Context: an optimization exercise on an open-source flow, tuned for small area. The choices shown serve that exercise and are no tape-out recipe. In this exercise RTL edits were held to simulation tests only and were not proved equivalent to the original. No run shown here takes its clock network from TritonCTS; it comes from the design's own scripts or RTL. The flow treats the clock pin as an ideal source. Dropping or thinning the clock tree relies on that and would not hold on a real chip. Power figures rest on the tool's default switching activity, not on a simulated workload.

### flow/design.v
`timescale 1ns / 1ps
module vga_top(
	input ClkPort,
	input BtnC,
	input BtnU,
	input BtnR,
	input BtnL,
	input BtnD,
	output hSync, vSync,
	output [3:0] vgaR, vgaG, vgaB,
	output An0, An1, An2, An3, An4, An5, An6, An7,
	output Ca, Cb, Cc, Cd, Ce, Cf, Cg, Dp,
	output MemOE, MemWR, RamCS, QuadSpiFlashCS
	);
	reg [6:0] E;
	reg [19:7] D;
	reg [4:0] hh;
	reg [9:0] v;
	reg [8:0] nq;	 
	reg [1:0] dir;
	wire [9:0] h = {hh, E[6:2]};
	wire [7:0] cE;
	assign cE[0] = 1'b1;
	wire dtick = (E == 7'd2);		 
	wire [13:0] cD;
	assign cD[0] = dtick;
	wire [5:0] cH;
	assign cH[0] = cE[7];
	wire hend = hh[4] & hh[3];		 
	wire vtick = cE[7] & hend;
	wire [10:0] cV;
	assign cV[0] = vtick;
	wire vend = v[9] & v[3] & v[2];		 
	wire step = dtick & (D[11:7] == 5'b01111);
	reg [9:0] ex;
	reg [1:0] xmode;
	reg atend;
	wire pix = (E[1:0] == 2'b11);
	wire skip = ~xmode[1] & xmode[0];
	wire pr = xmode[1] & ~xmode[0];
	wire pl = xmode[1] & xmode[0];
	wire right = step & ~dir[1] & ~dir[0];
	wire left = step & ~dir[1] & dir[0];
	wire h144 = ~h[9] & ~h[8] & h[7] & ~h[6] & ~h[5] & h[4] & ~h[3] & ~h[2] & ~h[1] & ~h[0];
	wire h794 = h[9] & h[8] & h[4] & h[3] & ~h[2] & h[1] & ~h[0];
	wire hS = dir[0] ? h144 : h794;
	wire ld0 = pix & ((pr & h144) | (pl & h794));
	wire exend = ex[9] & ex[8] & ex[4] & ex[3] & ex[2] & ex[1] & ex[0];	 
	wire [10:0] cx;
	assign cx[0] = (pix & ~skip) | left;
	wire upy = ~dir[0];		 
	wire [9:0] cy;
	wire wrapy = upy ? (nq[8] & nq[7] & nq[6] & nq[5] & nq[1])
	                 : (~|nq[8:2] & ~nq[0]);
	wire mvy = step & dir[1];
	assign cy[0] = mvy & ~wrapy;
	genvar i;
	generate
		for (i = 0; i < 7; i = i + 1) begin : gE
			assign cE[i+1] = cE[i] & E[i];
		end
		for (i = 0; i < 13; i = i + 1) begin : gD
			assign cD[i+1] = cD[i] & D[i+7];
		end
		for (i = 0; i < 5; i = i + 1) begin : gH
			assign cH[i+1] = cH[i] & hh[i];
		end
		for (i = 0; i < 10; i = i + 1) begin : gV
			assign cV[i+1] = cV[i] & v[i];
		end
		for (i = 0; i < 10; i = i + 1) begin : gx
			assign cx[i+1] = cx[i] & ex[i];
		end
		for (i = 0; i < 9; i = i + 1) begin : gy
			assign cy[i+1] = cy[i] & ~(nq[i] ^ upy);
		end
	endgenerate
	always @(posedge ClkPort, posedge BtnC) begin
		if (BtnC) begin
			E <= 7'd3;
			D <= 0;
			hh <= 0;
			v <= 0;
			ex <= 10'd355;
			xmode <= 2'd0;
			atend <= 1'b0;
			nq <= ~9'd245;
			dir <= 0;
		end else begin
			E <= E ^ cE[6:0];
			D <= D ^ cD[12:0];
			hh <= (hh ^ cH[4:0]) & ~({5{cE[7] & hend}} & 5'b11001);
			v <= (v ^ cV[9:0]) & ~({10{vtick & vend}} & 10'b1000001101);
			ex <= (ld0 | (cx[0] & exend)) ? 10'd0 : ex ^ cx[9:0];
			if (right) xmode <= atend ? 2'd2 : 2'd1;
			else if (left & atend) xmode <= 2'd3;
			else if (pix & (skip | ld0)) xmode <= 2'd0;
			if (pix & hS) atend <= (~xmode[1] & ~xmode[0] & exend) | (xmode[1] & (xmode[0] ^ dir[0]));
			nq <= ((nq ^ cy[8:0]) | ({9{mvy & wrapy & ~upy}} & 9'b111100000))
			      & ~({9{mvy & wrapy & upy}} & 9'b111100000);
			if (step) begin
				if (BtnR) dir <= 2'd0;
				else if (BtnL) dir <= 2'd1;
				else if (BtnU) dir <= 2'd2;
				else if (BtnD) dir <= 2'd3;
			end
		end
	end
	wire bh = (h[9] & ~h[8]) | (~h[9] & h[8]) | (h[7] & h[5]) | (h[7] & h[6]) | (h[8] & ~h[4]) |
	          (h[7] & h[4] & (h[3] | h[2] | h[1] | h[0])) | (h[9] & ~h[3] & ~h[2] & ~h[1] & ~h[0]);
	wire bv = v[8] | v[7] | v[6] | (v[5] & (v[4] | v[3] | v[2] | (v[1] & v[0]))) | (v[9] & ~v[3] & ~v[2]);
	wire bright = bh & bv;
	wire [8:0] dy;
	wire [9:0] ky;
	assign ky[0] = 1'b1;
	generate
		for (i = 0; i < 9; i = i + 1) begin : gdy
			assign dy[i] = v[i] ^ nq[i] ^ ky[i];
			assign ky[i+1] = (v[i] & nq[i]) | (v[i] & ky[i]) | (nq[i] & ky[i]);
		end
	endgenerate
	wire exlo = skip ? ((ex[3:0] != 4'd0) & ~(ex[3] & ex[2])) : ~(ex[3] & (ex[2] | (ex[1] & ex[0])));
	wire inx = ~xmode[1] & (ex[9:4] == 6'd0) & exlo;
	wire iny = (dy[8:4] == 0) & ~(dy[3] & (dy[2] | (dy[1] & dy[0])));
	wire ah = h[8] & h[7] & ((h[6] & ~h[5] & ~h[4] & ~h[3]) | (~h[6] & h[5] & h[4] & h[3] & h[2] & (h[1] | h[0])));
	wire av = ~v[8] & v[7] & v[6] & v[5] & v[4] & (v[3] | (v[2] & (v[1] | v[0])));
	wire red = (inx & iny) | (ah & av);
	assign hSync = h[9] | h[8] | h[7] | (h[6] & h[5]);
	assign vSync = |v[9:1];
	assign vgaR = {4{bright & red}};
	assign vgaG = {4{bright & ~red}};
	assign vgaB = {4{bright & ~red}};
	assign An0 = ~(~D[19] & ~D[18]);
	assign An1 = ~(~D[19] & D[18]);
	assign An2 = ~(D[19] & ~D[18]);
	assign An3 = ~(D[19] & D[18]);
	assign {An7, An6, An5, An4} = 4'b1111;
	wire digF = ~D[19];
	assign {Ca, Cb, Cc, Cd, Ce, Cf, Cg, Dp} = {1'b0, digF, digF, digF, 1'b0, 1'b0, ~digF, 1'b0};
	assign {MemOE, MemWR, RamCS, QuadSpiFlashCS} = 4'b1111;
endmodule
### flow/flow/run.sh
#!/bin/bash
# Own layout flow: the standard flow (standard.sh, with the standard synthesis
# otherwise unchanged) with these changes, all through ORFS's own variables and hooks:
#  - synthesis (synth_area.tcl) is synth_recipe.tcl with an area-oriented ABC script
#    for the final technology mapping, run with a few seeds, keeping the smallest
#    result, and without extracting adders into fa/ha cells before it; the
#    registers are untouched;
#  - input and output ports are buffered with the smallest buffer cell (buf_1);
#  - after floorplan (downsize.tcl) every combinational cell is set to its smallest
#    variant (repair_design / repair_timing later size up whatever needs it), and the
#    constant outputs share one tie cell;
#  - after CTS (clock1.tcl) the clock tree is rebuilt as four clkbuf_8 cells driven by
#    the clock port, each driving the registers of one quarter of the layout.
# make's full output goes to flow_make.log here; each ORFS step logs under orfs/logs/.
set -euo pipefail
W=$(pwd)
F=$W/flow
bash standard.sh \
  "SYNTH_SCRIPT=$F/synth_area.tcl" \
  "BUFFER_PORTS_ARGS=-buffer_cell sky130_fd_sc_hd__buf_1" \
  "POST_FLOORPLAN_TCL=$F/downsize.tcl" \
  "CTS_ARGS=-sink_clustering_enable -repair_clock_nets -dont_use_dummy_load -buf_list sky130_fd_sc_hd__clkbuf_8" \
  "POST_CTS_TCL=$F/clock1.tcl" \
  finish > $W/flow_make.log 2>&1
### flow/flow/clock1.tcl
# Replace the clock tree that CTS built by four clock buffers, each driving the
# clock sinks of one quarter of the layout directly (the design has only a few
# dozen registers); the clock port drives the four buffers.
set clk_buf_master "sky130_fd_sc_hd__clkbuf_8"
set block [ord::get_db_block]
set db [ord::get_db]
set root [$block findNet ClkPort]
set sinks {}
set bufs {}
set nets {}
set todo [list $root]
while { [llength $todo] > 0 } {
  set net [lindex $todo 0]
  set todo [lrange $todo 1 end]
  foreach it [$net getITerms] {
    if { [$it isOutputSignal] } { continue }
    set inst [$it getInst]
    set m [[$inst getMaster] getName]
    if { [string match "*clkbuf*" $m] || [string match "*clkinv*" $m] || [string match "*__buf_*" $m] } {
      if { [string match "*clkinv*" $m] } { error "clock1: inverter in the clock tree" }
      lappend bufs $inst
      foreach o [$inst getITerms] {
        if { [$o isOutputSignal] && [$o getNet] != "NULL" } {
          lappend todo [$o getNet]
          lappend nets [$o getNet]
        }
      }
    } else {
      lappend sinks $it
    }
  }
}
puts "clock1: [llength $bufs] clock buffers, [llength $sinks] sinks"
set master [$db findMaster $clk_buf_master]
# sink positions
set pts {}
foreach it $sinks {
  set b [[$it getInst] getBBox]
  lappend pts [list [expr { ([$b xMin] + [$b xMax]) / 2 }] [expr { ([$b yMin] + [$b yMax]) / 2 }] $it]
}
# split into four groups: by y at the median, then each half by x at its median
proc halves { pts idx } {
  set s [lsort -integer -index $idx $pts]
  set h [expr { [llength $s] / 2 }]
  return [list [lrange $s 0 [expr { $h - 1 }]] [lrange $s $h end]]
}
set groups {}
foreach half [halves $pts 1] {
  foreach q [halves $half 0] { lappend groups $q }
}
foreach inst $bufs {
  foreach it [$inst getITerms] { $it disconnect }
  odb::dbInst_destroy $inst
}
foreach net $nets { odb::dbNet_destroy $net }
set k 0
foreach g $groups {
  set newnet [odb::dbNet_create $block "clknet_leaf_$k"]
  $newnet setSigType CLOCK
  set newbuf [odb::dbInst_create $block $master "clkbuf_leaf_$k"]
  [$newbuf findITerm A] connect $root
  [$newbuf findITerm X] connect $newnet
  set sx 0
  set sy 0
  foreach p $g {
    set it [lindex $p 2]
    $it disconnect
    $it connect $newnet
    set sx [expr { $sx + [lindex $p 0] }]
    set sy [expr { $sy + [lindex $p 1] }]
  }
  set n [llength $g]
  $newbuf setLocation [expr { $sx / $n }] [expr { $sy / $n }]
  $newbuf setPlacementStatus PLACED
  puts "clock1: buffer $k drives $n sinks"
  incr k
}
global_connect
detailed_placement
check_placement -verbose
estimate_parasitics -placement
report_clock_min_period
report_checks -path_delay min -format full_clock_expanded -group_path_count 1
### flow/flow/downsize.tcl
# Replace each combinational cell by the smallest-area variant of the same function
# (same base name, different drive strength). Registers and physical cells are kept.
set_dont_use $::env(DONT_USE_CELLS)
proc smallest_variant { base } {
  set best ""
  set best_area 1e9
  foreach lc [get_lib_cells "*/sky130_fd_sc_hd__${base}_*"] {
    set n [get_name $lc]
    if { ![regexp "^sky130_fd_sc_hd__${base}_\[0-9\]+\$" $n] } { continue }
    if { [get_property $lc dont_use] } { continue }
    set a [get_property $lc area]
    if { $a < $best_area - 1e-6 || ($a < $best_area + 1e-6 && [string match "*_1" $n]) } {
      set best $n
      set best_area $a
    }
  }
  return $best
}
set n_changed 0
foreach inst [get_cells *] {
  set m [get_property $inst ref_name]
  if { ![regexp {^sky130_fd_sc_hd__(.+)_([0-9]+)$} $m -> base sz] } { continue }
  if { [string match "df*" $base] || [string match "sdf*" $base] || [string match "tap*" $base]
       || [string match "fill*" $base] || [string match "decap*" $base] || [string match "conb" $base] } { continue }
  set v [smallest_variant $base]
  if { $v ne "" && $v ne $m } {
    replace_cell $inst [lindex [get_lib_cells "*/$v"] 0]
    incr n_changed
  }
}
puts "downsize: replaced $n_changed cells"

# Drive every constant output from one tie cell: its HI pin for the ones and its
# LO pin for the zeros (the floorplan step left one tie cell per load).
set block [ord::get_db_block]
set keep ""
set keep_hi ""
set keep_lo ""
set n_tie 0
foreach inst [$block getInsts] {
  if { [[$inst getMaster] getName] ne "sky130_fd_sc_hd__conb_1" } { continue }
  incr n_tie
  if { $keep eq "" } {
    set keep $inst
    continue
  }
  foreach pin { HI LO } {
    set it [$inst findITerm $pin]
    set net [$it getNet]
    if { $net eq "NULL" } { continue }
    set knet [[$keep findITerm $pin] getNet]
    if { $knet eq "NULL" } {
      $it disconnect
      [$keep findITerm $pin] connect $net
      continue
    }
    foreach l [$net getITerms] {
      if { [$l getInst] == $inst } { continue }
      $l disconnect
      $l connect $knet
    }
    foreach bt [$net getBTerms] {
      # a port on this net: move the port to the kept net
      $bt connect $knet
    }
    $it disconnect
    odb::dbNet_destroy $net
  }
  odb::dbInst_destroy $inst
}
puts "tie merge: $n_tie tie cells merged into one"
### flow/flow/synth_area.tcl
# The standard synthesis (synth_recipe.tcl in the work folder, unchanged), except
# that the final ABC technology mapping is area-oriented: deep AIG resynthesis
# (&deepsyn), structural choices and area-only standard-cell mapping (amap), in
# place of ORFS's speed script. &deepsyn is randomized (it stops after 200 steps
# without improvement, so each seed gives a fixed result), so the mapping is run
# with a few seeds and the smallest result is kept. ABC maps only the combinational
# logic, so the registers, their names and cell types are those of the standard
# synthesis. Full and half adders are not extracted into fa/ha cells before ABC
# (extract_fa is skipped): ABC then maps the counters and adders together with the
# logic around them, which comes out smaller.
proc extract_fa {args} {
  puts "synth_area.tcl: extract_fa skipped"
}
set ::area_abc_seeds {0 11 22 33 44 55 66 77}
set ::area_flow_dir [file dirname [file normalize [info script]]]
proc abc {args} {
  set i [lsearch $args -script]
  if { $i < 0 } {
    yosys abc {*}$args
    return
  }
  set libs {}
  foreach lib $::env(LIB_FILES) {
    lappend libs -liberty $lib
  }
  yosys design -save pre_area_abc
  set best_area 1e12
  set best_seed -1
  foreach seed $::area_abc_seeds {
    set script [file join $::env(OBJECTS_DIR) abc_area_$seed.script]
    set f [open $script w]
    puts $f "strash\n&get -n\n&deepsyn -J 200 -T 600 -S $seed\n&put\ndch -f\namap\ntopo"
    close $f
    yosys design -load pre_area_abc
    lset args [expr { $i + 1 }] $script
    puts "synth_area.tcl: ABC with $script in place of the script named above"
    yosys abc {*}$args
    set st [yosys tee -q -s result.string stat {*}$libs]
    regexp {Chip area for module[^:]*:\s*([0-9.]+)} $st -> area
    puts "synth_area.tcl: seed $seed gives cell area $area"
    if { $area < $best_area } {
      set best_area $area
      set best_seed $seed
      yosys design -save best_area_abc
    }
  }
  yosys design -load best_area_abc
  puts "synth_area.tcl: kept seed $best_seed (cell area $best_area)"
}
source [file join [file dirname $::area_flow_dir] synth_recipe.tcl]
### flow/standard.sh
#!/bin/bash
# synth_recipe.tcl (not shown) runs the flow's synth.tcl, then flattens the netlist and writes it again
# the make line also repeats each setting of config.mk as NAME=value (left out here)
make -C /OpenROAD-flow-scripts/flow DESIGN_CONFIG=/design/flow/config.mk WORK_HOME=/design/flow/orfs CLKGATE_MAP_FILE= SYNTH_SCRIPT=/design/flow/synth_recipe.tcl "${@:-finish}"
### flow/config.mk
export PLATFORM = sky130hd
export DESIGN_NAME = vga_top
export DESIGN_NICKNAME = vga_top
export VERILOG_FILES = /design/flow/design.v
export SDC_FILE = /design/flow/constraint.sdc
export NUM_CORES = 4
export LEC_CHECK = 0
export CAP_MARGIN = 20
export CORE_MARGIN = 2
export CORE_UTILIZATION = 35
export PLACE_DENSITY = 0.6
export SLEW_MARGIN = 20
### flow/constraint.sdc
create_clock -name core_clock -period 10.0 [get_ports {ClkPort}]
set_input_delay 2.0000 -clock core_clock [delete_from_list [all_inputs] [get_ports {ClkPort}]]
set_output_delay 2.0000 -clock core_clock [all_outputs]
set_load 0.01 [all_outputs]
==> flow_summary.ini, run 1 <==
[run_status]
status = complete, no violations

[layout]
layout-drive-gt1-share_pct = 4.04
layoutNonFillerInstCount = 504
n_fill_cell = 892
area_growth_pct = 3.65
post-route-util_pct = 37.5
layout.nets = 405
n_antenna_cell = 0
design_area_sq_mm = 0.00327

[pwr]
ir_drop_uv = 39.5
share_seq_of_total_power_pct = 68.5
p_per_area_mw_per_mm2 = 108
p_total_mw = 0.353
internal_power_mw = 0.279
clkPwrFrac_pct = 28.1
p_comb_share_pct = 3.5
swShare_pct = 20.8
power.switching_mw = 0.0732
power.leakage_nw = 1.33

[yosys]
yosys_warnings = 1
synth_top_family_by_area = simple AND/OR/NAND/NOR gates
ys_seq_area_share_pct = 47.2
ys_types = 33
synth-compound-area-share_pct = 19.1
avgSynthCellArea_sq_um = 8.10
synthTopCellsByArea = dfrtp_1 39%, nor2_1 9.1%, dfstp_2 8.3%, clkinv_1 6.3%, buf_4 5.7%
yosysTopAreaCell = dfrtp_1
ys_seq_elements = 59
synthSimpleGateAreaFrac_pct = 21.4
syn_area_sq_mm = 0.00315
synth_adder_area_share_pct = 0
synthCells = 389
synth_xor_area_share_pct = 0
synthMuxAreaShare_pct = 0
synth_top_area_share_pct = 38.9

[floorplanning]
dieHeight_microns = 98.9
dieArea_sq_mm = 0.00978
die_w_microns = 98.9
rows = 34
start_util_pct = 36.1
core_sq_mm = 0.00872
io-pin-count = 40

[timing]
maxSlewHeadroom_pct = 50.7
tightest_slew_ns = 0.740
finClkSkew_ns = 0.0128
min_period_ns = 4.72
hold_viol_final = 0
setup_tns_ns = 0
maxSlewViolCount = 0
whs_ns = 0.476
worst_slack_ns = 5.28
finalSetupViolCount = 0
fmax_mhz = 212
rsz0062_at_grt = no
fin_crit_sh_pct = 47.2

[grt]
track_usage_pct = 13.8
grt_pass1_wl_mm = 11.1
antenna_found_initial = 0
grt_max_degree = 60
first_global_vias = 2483
grt_overflow = 0

[min_path]
hold_class = register to register

[critical_path]
cp_slowest_cell = dfrtp_1
crit_path_max_incr_delay_ns = 0.40
path_cells = clkinv_1 -> a22oi_1 -> o21ai_1 -> o21bai_1 -> o21ai_1 -> clkinv_1 -> a22oi_1 -> a21oi_1 -> o32ai_1 -> o2111ai_1 -> o41ai_1 -> nor2b_1 -> buf_1
path_class = register to output pin
cp-end-kind = output pin
start_kind = register
worstPathRequired_ns = 8.00
cp_data_arrival_time_ns = 2.72
cp_max_fo = 6

[placed_design]
placed_cell_area_sq_mm = 0.00321
post-place-cells = 500
dp_hpwl_mm = 4.83
place_ws_ns = 5.54
io_buffers = 27
gp_congestion = 0.898

[clocking]
cts_sinks = 59
clk_latency_ns = 0.16
path_clk_slew_ns = 0.10

[drt]
vias = 2609
firstDrtPassIters = 5
wl_per_cell_microns = 12.7
ant_nets = 0
routed_via_density = 5.18
drt_iter0_markers = 142
totalWireLength_mm = 6.39
drc = 0

[job]
drv_cap = 0
## cells in the mapped netlist
master     instances
a31oi_1            5
a211oi_1           7
o211ai_1           1
or4_1              1
conb_1             2
nand3_1            8
o21bai_1           1
nor4_1             7
o32ai_1            3
o41ai_1            1
nand4_1            3
and3_1             6
o311a_1            1
o22ai_1            5
buf_4             24
o211a_1            1
clkinv_1          53
and2_0             5
o21a_1             9
nor2b_1            2
or3_1              1
dfstp_2           10
a22oi_1            5
o2111ai_1          2
dfrtp_1           49
nor2_1            76
nand2_1           35
o221ai_1           3
nor3_1            12
o32a_1             1
o22a_1             2
o21ai_0           21
a21oi_1           27
## placed cells by master (no fill, tap or decap), types with 6 or more instances in the layout
cell	count
nor2_1	76
clkinv_1	52
a21oi_1	27
and3_1	6
nand2_1	35
dfstp_2	10
a211oi_1	7
o21a_1	9
nand3_1	8
buf_1	27
nor3_1	12
dfrtp_1	49
o21ai_1	21
nor4_1	7
## registers in the layout, indices dropped and copies added (netlist names)
signal,cells
nq,9
D,13
dir,2
ex,10
hh,5
atend,1
E,7
xmode,2
v,10
## power groups by stage
stage	Sequential [mW]	Combinational, mW	Clock (mW)
after detailed placement	0.246	0.0127	0
after global placement	0.246	0.0126	0
after floorplan	0.245	0.0126	0
after global routing	0.242	0.0144	0.115
final	0.241	0.0122	0.0989
## kinds of logic after synthesis
| group | Yosys count |
|---|---|
| AO/OA/AOI/OAI | 95 |
| AND/OR/NAND/NOR | 156 |
| buffers and inverters | 77 |
| other | 2 |
| flip-flops | 59 |
## routing by layer
layer / vias up / global-route usage [%] / part of all wire, %
met3: 8 / 3.12 / 4.1
met1: 1229 / 17.4 / 47
met2: 49 / 23.9 / 49
li1: 1323 / - / -
met5: - / 0 / 0
met4: 0 / 3.48 / 0.83
## final timing paths
check                          end  slack [ns]  cells after the start  startpoint
max                        vgaR[0]        5.28                     13        v[2]
min                           E[0]        0.48                      1        E[0]
max reg2reg                   v[9]        5.63                     22        E[0]
min reg2reg                   E[0]        0.48                      1        E[0]
max in group asynchronous    D[10]        7.49                      3        BtnC
min in group asynchronous   dir[1]        2.01                      3        BtnC
## worst max-delay path, delay by kind of cell (launching register included)
family                 cells  cell delay, ns
AOI/OAI and AO/OA          9            1.44
buffers and inverters      3            0.45
DFF                        1            0.40
and+or+nand+nor            1            0.28
## layout make-up
type	instances	area, sq um	share of cell area [%]
inverters	53	199	6.09
plain buffers	4	55.1	1.69
flip-flops and latches	59	1490	45.6
multi-input cells	252	1280	39.2
repair buffers	28	109	3.33
well taps	108	135	4.14
==> run 2: changes to the inputs <==
--- a/flow/design.v
+++ b/flow/design.v
@@ -44,10 +44,12 @@
 	wire h144 = ~h[9] & ~h[8] & h[7] & ~h[6] & ~h[5] & h[4] & ~h[3] & ~h[2] & ~h[1] & ~h[0];
 	wire h794 = h[9] & h[8] & h[4] & h[3] & ~h[2] & h[1] & ~h[0];
 	wire hS = dir[0] ? h144 : h794;
-	wire ld0 = pix & ((pr & h144) | (pl & h794));
+	wire ldr = pix & pr & h144;
+	wire ldl = pix & pl & h794;
+	wire ld0 = ldr | ldl;
 	wire exend = ex[9] & ex[8] & ex[4] & ex[3] & ex[2] & ex[1] & ex[0];	 
 	wire [10:0] cx;
-	assign cx[0] = (pix & ~skip) | left;
+	assign cx[0] = (pix & ~skip) | (left & ~atend);
 	wire upy = ~dir[0];		 
 	wire [9:0] cy;
 	wire wrapy = upy ? (nq[8] & nq[7] & nq[6] & nq[5] & nq[1])
@@ -91,7 +93,9 @@
 			D <= D ^ cD[12:0];
 			hh <= (hh ^ cH[4:0]) & ~({5{cE[7] & hend}} & 5'b11001);
 			v <= (v ^ cV[9:0]) & ~({10{vtick & vend}} & 10'b1000001101);
-			ex <= (ld0 | (cx[0] & exend)) ? 10'd0 : ex ^ cx[9:0];
+			ex <= (ex ^ cx[9:0]) & ~(({10{cx[0] & exend}} & 10'b1100100000)
+			                       | ({10{ldr}} & 10'b0010010110)
+			                       | ({10{ldl}} & 10'b1010001010));
 			if (right) xmode <= atend ? 2'd2 : 2'd1;
 			else if (left & atend) xmode <= 2'd3;
 			else if (pix & (skip | ld0)) xmode <= 2'd0;
==> flow_summary.ini, run 2 <==
[run_status]
status = complete, no violations

[clocking]
clk_latency_ns = 0.16
path_clk_slew_ns = 0.10
cts_sinks = 59

[yosys]
synth_top_area_share_pct = 39.0
yosysTopAreaCell = dfrtp_1
synthTopCellsByArea = dfrtp_1 39%, nor2_1 11%, dfstp_2 8.3%, buf_4 5.7%, clkinv_1 5.6%
synthSimpleGateAreaFrac_pct = 26.2
synthCells = 392
ys_types = 33
ys_async_sr_fraction_pct = 100
synth_top_family_by_area = simple AND/OR/NAND/NOR gates
syn_area_sq_mm = 0.00315
ys.flop_type = dfrtp_1
synth-compound-area-share_pct = 14.9
synth_adder_area_share_pct = 0
synth_common_cells = 96 x nor2_1, 49 x dfrtp_1, 47 x clkinv_1
yosysMostFrequentCell = nor2_1
avgSynthCellArea_sq_um = 8.03
yosys_warnings = 1
synthMuxAreaShare_pct = 0
synth-edff-count = 0
ys_seq_elements = 59
ys_seq_area_share_pct = 47.3
synth_xor_area_share_pct = 0

[placed_design]
gp_congestion = 0.807
place_ws_ns = 5.44
io_buffers = 27
dp_hpwl_mm = 4.64

[layout]
top_register = D
layout-drive-gt1-share_pct = 4.01
largest_reg_flops = 13
final_common_cell = nor2_1
multi_input_area_sq_mm = 0.00130
layout.nets = 408
n_fill_cell = 899
final_cell_mix = 96 x nor2_1, 49 x dfrtp_1, 46 x clkinv_1
reg.largest.list = D (13), ex (10), v (10)
area_growth_pct = 3.66
register_area_sq_mm = 0.00149
n_antenna_cell = 0

[min_path]
hp-start = E[0]
holdPathStages = 1
min_to = E[0]
hold_class = register to register

[grt]
grt_max_degree = 60
track_usage_pct = 13.5
antenna_found_initial = 0
grt_pass1_wl_mm = 10.9
first_global_vias = 2449
grt_overflow = 0

[critical_path]
r2r_slack_ns = 5.67
worstPathRequired_ns = 8.00
start_kind = register
cp_data_arrival_time_ns = 2.82
cp_max_fo = 4
r2r-start = E[0]
reg2reg_depth = 23
reg2reg_to = v[9]
path_class = register to output pin
cp-end-kind = output pin

[floorplanning]
dieHeight_microns = 98.8
die_w_microns = 98.8
io-pin-count = 40
core_sq_mm = 0.00872
dieArea_sq_mm = 0.00977
start_util_pct = 36.1
rows = 34

[timing]
finClkSkew_ns = 0.0124
maxSlewViolCount = 0
maxSlewHeadroom_pct = 51.1
fmax_mhz = 207
setup_tns_ns = 0
rsz0062_at_grt = no
fin_crit_sh_pct = 48.2
min_period_ns = 4.82
finalSetupViolCount = 0
tightest_slew_ns = 0.734
hold_viol_final = 0
worst_slack_ns = 5.18

[drt]
routed_via_density = 4.92
drc = 0
vias = 2495
firstDrtPassIters = 4
drt_iter0_markers = 100
ant_nets = 0
totalWireLength_mm = 6.07
wl_per_cell_microns = 12.0

[pwr]
ir_drop_uv = 49.2
p_per_area_mw_per_mm2 = 107
power.leakage_nw = 1.31

[job]
drv_cap = 0
## run 2: changes by cell type after synthesis, sizes merged, moves of 4 or more
cell    before  now
o21ai       21   15
nor2        76   96
nor3        12   22
clkinv      53   47
nand2       35   25
nand4        3    7
## run 2: through the flow
stage,instances,util [%],area [sq um],hold slack (ns),total power [mW]
after floorplan,402,-,3180,0.434,0.256
after global placement,503,36.8,3210,0.444,0.257
after detailed placement,503,36.8,3210,0.447,0.257
after global routing,507,37.4,3260,0.491,0.364
final,507,37.4,3260,0.467,0.349
## run 2: logic make-up (layout without fill, tap and decap cells)
kind of cell	count (synthesis)	after routing
simple gates	184	184
compound gates	76	76
other cells	2	1
buf+inv	71	79
flops	59	59
## run 2: worst max path at each step
stage	endpoint	start	slack (ns)
floorplan	vgaR[1]	ex[8]	5.51
global placement	vgaR[1]	ex[8]	5.45
detailed placement	vgaR[2]	ex[8]	5.44
global route	vgaR[2]	ex[9]	5.02
finish	vgaR[2]	ex[9]	5.18
## run 2: cell type report
class                           count  share of cell area, %
Buffer                              4                   1.69
Multi-Input combinational cell    261                   39.8
Timing Repair Buffer               28                   3.34
Inverter                           47                   5.41
Sequential cell                    59                   45.6
Tap cell                          108                   4.14
## run 2: critical path: stages (launching register included)
cell and delay (ns):
dfrtp_1 0.40, or3_1 0.35, nor4_1 0.31, o21ai_1 0.10, or4_1 0.40, or4b_1 0.52, o41ai_1 0.10, nor2b_1 0.29
buf_1 0.19
## run 2: routing by layer
layer / global-route usage, % / vias up / wire length (microns)
li1: - / 1325 / -
met1: 17.7 / 1134 / 2940
met2: 22.9 / 32 / 2880
met3: 3.12 / 4 / 184
met4: 2.95 / 0 / 65
met5: 0 / - / 0
## run 2: power by group
group	internal (mW)	switching [mW]	total, mW	leakage [nW]
Sequential	0.239	0.00102	0.240	0.760
Combinational	0.00247	0.00910	0.0116	0.521
Clock	0.0370	0.0607	0.0977	0.0288
Total	0.279	0.0708	0.349	1.31

==> re-timing with driven ports <==
The flow's constraints put no driver on any port. The routed layouts listed below were extracted and timed again, unchanged, in two steps.
Step 1: set_driving_cell puts a clkbuf_16 on ClkPort and a buf_2 on each other input, an assumption about the parent block.
Step 2 also shifts input and output timing later by t, the mid clock arrival at the registers, as if the neighbouring blocks saw the same clock.
Three values: no drivers, after step 1, after step 2; two values: the first two.
run	shift t [ns]	slack for setup (ns)	hold slack, ns	slew at the worst register clock pin (ns)	pins driven straight from the clock port
run 1	0.210	5.285 / 5.227 / 5.437	0.476 / 0.476 / 0.476	0.10 / 0.10	4
run 2	0.211	5.177 / 5.118 / 5.329	0.467 / 0.467 / 0.467	0.10 / 0.10	4
After both steps setup and hold are still met in every run listed.
